Context: an optimization exercise on an open-source flow, tuned for small area, a short achievable clock period and few clock cycles per item. The choices shown serve that exercise and are no tape-out recipe.
The RTL was checked by simulation tests, not by an equivalence proof against the original design.
Power and IR drop assume default switching activity.

==> module top_level, before the edit <==
module top_level(
    clk,
    reset,
    start,
    key_start,
    sram_read_data,
    sram_write_enable,
    sram_write_data,
    sram_addr,
    ram_addr,
    ram_write_data,
    ram_write_enable,
    ram_read_data,
    rom_addr,
    rom_read_data,
    key_not_found,
    key_found,
    secret_key_0,
    secret_key_1,
    secret_key_2,
    secret_key_3,
    secret_key_4,
    secret_key_5
    );
    input  logic clk;
    input  logic reset;
    input  logic start;
    input  logic [23:0] key_start;
    input  logic [7:0] sram_read_data;
    output logic sram_write_enable;
    output logic [7:0] sram_write_data;
    output logic [7:0] sram_addr;
    output logic [4:0] ram_addr;
    output logic [7:0] ram_write_data;
    output logic ram_write_enable;
    input  logic [7:0] ram_read_data;
    output logic [4:0] rom_addr;
    input  logic [7:0] rom_read_data;
    output logic key_not_found;
    output logic key_found;
    output logic [3:0] secret_key_0;
    output logic [3:0] secret_key_1;
    output logic [3:0] secret_key_2;
    output logic [3:0] secret_key_3;
    output logic [3:0] secret_key_4;
    output logic [3:0] secret_key_5;
    localparam [2:0] ST_IDLE = 3'd0;
    localparam [2:0] ST_INIT = 3'd1;
    localparam [2:0] ST_KSA  = 3'd2;
    localparam [2:0] ST_PRGA = 3'd3;
    localparam [2:0] ST_DONE = 3'd4;
    logic [2:0]  st;
    logic        found, fail;
    logic [23:0] key;
    logic [8:0]  ctr;        
    logic [3:0]  ph;         
    logic [7:0]  j, jk, si, sj;
    logic        h1r, h2;    
    logic        kmask;      
    logic [7:0]  rd;         
    logic [7:0]  ramd;       
    logic        ramwe;
    logic [7:0]  a_r, wd_r;
    logic        we_r;
    assign sram_addr = a_r;
    assign sram_write_data = wd_r;
    assign sram_write_enable = we_r;
    assign rom_addr = ctr[4:0];
    assign ram_addr = ctr[4:0];
    assign ram_write_data = ramd;
    assign ram_write_enable = ramwe;
    assign key_found = found;
    assign key_not_found = fail;
    assign secret_key_0 = key[3:0];
    assign secret_key_1 = key[7:4];
    assign secret_key_2 = key[11:8];
    assign secret_key_3 = key[15:12];
    assign secret_key_4 = key[19:16];
    assign secret_key_5 = key[23:20];
    logic in_ksa;
    assign in_ksa = (st == ST_KSA);
    logic plain_ok;
    assign plain_ok = (ramd >= 8'd97 && ramd <= 8'd122) || ramd == 8'd32;
    logic [8:0] ctr_inc;
    assign ctr_inc = ctr + 9'd1;
    logic [7:0] ctr_m2;
    assign ctr_m2 = ctr[7:0] - 8'd2;
    logic eq2;                       
    assign eq2 = (j == ctr_m2);
    logic [7:0] si_new;              
    assign si_new = h1r ? si : rd;
    logic [7:0] j_new;
    assign j_new = jk + si_new;
    logic blk256, last_blk;
    assign blk256 = ctr[8] & ~ctr[0];
    assign last_blk = ctr[8] & ctr[0];    
    logic m_ge1, m_ge2;
    assign m_ge1 = (ctr != 9'd0);
    assign m_ge2 = ctr[8] | (ctr[7:1] != 7'd0);
    logic key_step, key_carry;
    assign key_step = ctr[8] & ~(ctr[1] & ctr[0]);
    always_comb begin
        case (ctr[1:0])
            2'd0: key_carry = (key[15:0] == 16'hffff);
            2'd1: key_carry = (key[15:8] == 8'hff);
            default: key_carry = 1'b1;
        endcase
    end
    logic [23:0] key_rot;
    assign key_rot = {key[15:0], key[23:16] + {7'd0, key_carry & ~in_ksa}};
    always_ff @(posedge clk or posedge reset) begin
        if (reset) begin
            st <= ST_IDLE;
            found <= 1'b0;
            fail <= 1'b0;
        end else begin
            case (st)
                ST_IDLE: if (start) st <= ST_INIT;
                ST_INIT: if (ctr == 9'd255) st <= ST_KSA;
                ST_KSA:  if (ph == 4'd2 && last_blk) st <= ST_PRGA;
                ST_PRGA: if (ph == 4'd12) begin
                    if (!plain_ok) begin
                        if (key[22]) begin
                            st <= ST_DONE;
                            fail <= 1'b1;
                        end else st <= ST_INIT;
                    end else if (ctr[4:0] == 5'd31) begin
                        st <= ST_DONE;
                        found <= 1'b1;
                    end
                end
                default: st <= st;
            endcase
        end
    end
    always_ff @(posedge clk) begin
        rd <= sram_read_data;
        ramd <= sram_read_data ^ rom_read_data;
        kmask <= in_ksa & ~last_blk;
        jk <= j + (key[23:16] & {8{kmask}});
        h1r <= in_ksa && (j == ctr[7:0]);
        ramwe <= (st == ST_PRGA) && (ph == 4'd11);
    end
    always_ff @(posedge clk) begin
        case (st)
            ST_IDLE: begin
                key <= key_start;
                ctr <= 9'h1ff;
                a_r <= ctr_inc[7:0];
                wd_r <= ctr_inc[7:0];
                we_r <= 1'b0;
            end
            ST_INIT: begin
                a_r <= ctr_inc[7:0];
                wd_r <= ctr_inc[7:0];
                we_r <= (ctr != 9'd255);
                ctr <= (ctr == 9'd255) ? 9'd0 : ctr_inc;
                if (key_step) key <= key_rot;
                ph <= 4'd0;
                j <= 8'd0;
                si <= 8'd0;      
                sj <= 8'd255;    
            end
            ST_KSA: begin
                case (ph)
                    4'd0: begin
                        a_r <= j;
                        wd_r <= si;
                        we_r <= m_ge1 && !last_blk;
                        if (m_ge2) sj <= h2 ? sj : rd;    
                        ph <= 4'd1;
                    end
                    4'd1: begin
                        a_r <= ctr_m2;
                        wd_r <= sj;
                        we_r <= m_ge2 && !(eq2 && !last_blk);
                        h2 <= eq2;
                        ph <= 4'd2;
                    end
                    default: begin
                        a_r <= ctr_inc[7:0];
                        wd_r <= sj;
                        we_r <= 1'b0;
                        si <= si_new;
                        key <= key_rot;
                        j <= blk256 ? 8'd0 : j_new;
                        if (last_blk) begin
                            ctr <= 9'd0;
                            ph <= 4'd4;
                        end else begin
                            ctr <= ctr_inc;
                            ph <= 4'd0;
                        end
                    end
                endcase
            end
            ST_PRGA: begin
                a_r <= ctr_inc[7:0];
                wd_r <= sj;
                we_r <= 1'b0;
                case (ph)
                    4'd3: begin
                        si <= rd;
                        j <= j_new;
                    end
                    4'd4: begin
                        a_r <= j;
                        wd_r <= si;
                        we_r <= 1'b1;
                    end
                    4'd7: begin
                        sj <= rd;
                    end
                    4'd8: begin
                        we_r <= 1'b1;
                    end
                    4'd9: begin
                        a_r <= si + sj;
                    end
                    4'd12: begin
                        if (!plain_ok) begin
                            ctr <= 9'h1fc;
                        end else begin
                            ctr <= ctr_inc;
                        end
                    end
                    default: ;
                endcase
                ph <= (ph == 4'd12) ? 4'd0 : ph + 4'd1;
            end
            default: begin
                a_r <= ctr_inc[7:0];
                wd_r <= ctr_inc[7:0];
                we_r <= 1'b0;
            end
        endcase
    end
endmodule
==> flow/config.mk <==
export PLATFORM = sky130hd
export DESIGN_NAME = top_level
export DESIGN_NICKNAME = top_level
export VERILOG_FILES = /design/flow/design.v
export SDC_FILE = /design/flow/constraint.sdc
export NUM_CORES = 4
export LEC_CHECK = 0
export CAP_MARGIN = 20
export CORE_MARGIN = 2
export CORE_UTILIZATION = 40
export SLEW_MARGIN = 20
==> flow/constraint.sdc <==
create_clock -name core_clock -period 10.0 [get_ports {clk}]
set_input_delay 2.0000 -clock core_clock [delete_from_list [all_inputs] [get_ports {clk}]]
set_output_delay 2.0000 -clock core_clock [all_outputs]
set_load 0.01 [all_outputs]
standard.sh (not shown) runs the stock make flow with config.mk's settings and CLKGATE_MAP_FILE= SYNTH_SCRIPT=/design/flow/synth_recipe.tcl, a recipe that flattens the netlist after the stock synthesis.
==> flow/flow/run.sh <==
#!/bin/bash
# The standard layout, with the port buffers made from the smallest buffer
# cell, and timing repair aiming for 6.95 ns of setup slack at the 10 ns clock.
set -euo pipefail
export BUFFER_PORTS_ARGS="-buffer_cell sky130_fd_sc_hd__buf_1"
export SETUP_SLACK_MARGIN=6.95
bash standard.sh > standard_make.log 2>&1
Testbench counts at the start, summed over its fixed seeds: cycles 445,143, keys 408.
==> next run, changes <==
--- a/flow/design.v
+++ b/flow/design.v
@@ -60,5 +60,5 @@
     logic        kmask;      
     logic [7:0]  rd;         
-    logic [7:0]  ramd;       
+    logic        romx;       
     logic        ramwe;
     logic [7:0]  a_r, wd_r;
@@ -69,5 +69,5 @@
     assign rom_addr = ctr[4:0];
     assign ram_addr = ctr[4:0];
-    assign ram_write_data = ramd;
+    assign ram_write_data = rd;
     assign ram_write_enable = ramwe;
     assign key_found = found;
@@ -82,5 +82,5 @@
     assign in_ksa = (st == ST_KSA);
     logic plain_ok;
-    assign plain_ok = (ramd >= 8'd97 && ramd <= 8'd122) || ramd == 8'd32;
+    assign plain_ok = (rd >= 8'd97 && rd <= 8'd122) || rd == 8'd32;
     logic [8:0] ctr_inc;
     assign ctr_inc = ctr + 9'd1;
@@ -136,6 +136,6 @@
     end
     always_ff @(posedge clk) begin
-        rd <= sram_read_data;
-        ramd <= sram_read_data ^ rom_read_data;
+        romx <= (st == ST_PRGA) && (ph == 4'd10);
+        rd <= sram_read_data ^ (rom_read_data & {8{romx}});
         kmask <= in_ksa & ~last_blk;
         jk <= j + (key[23:16] & {8{kmask}});
Outcome: Cell area shrinks by a few percent. Total power grows to 3.3 times its value. Wire length shrinks by a few percent. Final cell count shrinks slightly. Global-route usage hardly moves. Utilization grows by 0.66 points. Synthesized cell count shrinks by a few percent. Register-to-register slack is worse by 0.04 ns. Worst setup slack is better by 0.015 ns. Hold slack stays flat. Die area shrinks by a few percent. Area after synthesis shrinks by a few percent. Maximum frequency grows slightly. Via count shrinks by a few percent.
Testbench counts after the change, summed over its fixed seeds: cycles 445,143, keys 408.

## port drivers added, routing unchanged
How much do the figures lean on ideal ports? The routed layouts below were timed once more, with nothing changed but the port constraints.
Step 1 assumes that a clkbuf_16 drives the clock port and a buf_2 every other input.
Step 2 also shifts input and output timing later by t, the mid clock arrival at the registers, as if the neighbouring blocks saw the same clock.
Three values: no drivers, after step 1, after step 2; two values: the first two.
run	t (ns)	slack for setup (ns)	worst setup path after step 2	slew at the worst register clock pin (ns)
the first run	0.391	6.995 / 6.958 / 6.932	input to register	0.08 / 0.08
the second run	0.394	7.010 / 6.969 / 6.807	input to register	0.08 / 0.08
After both steps setup and hold are still met in every run listed. The setup slack of the second run, which loses most, moves by -0.041 ns with the drivers and by -0.203 ns with both steps.
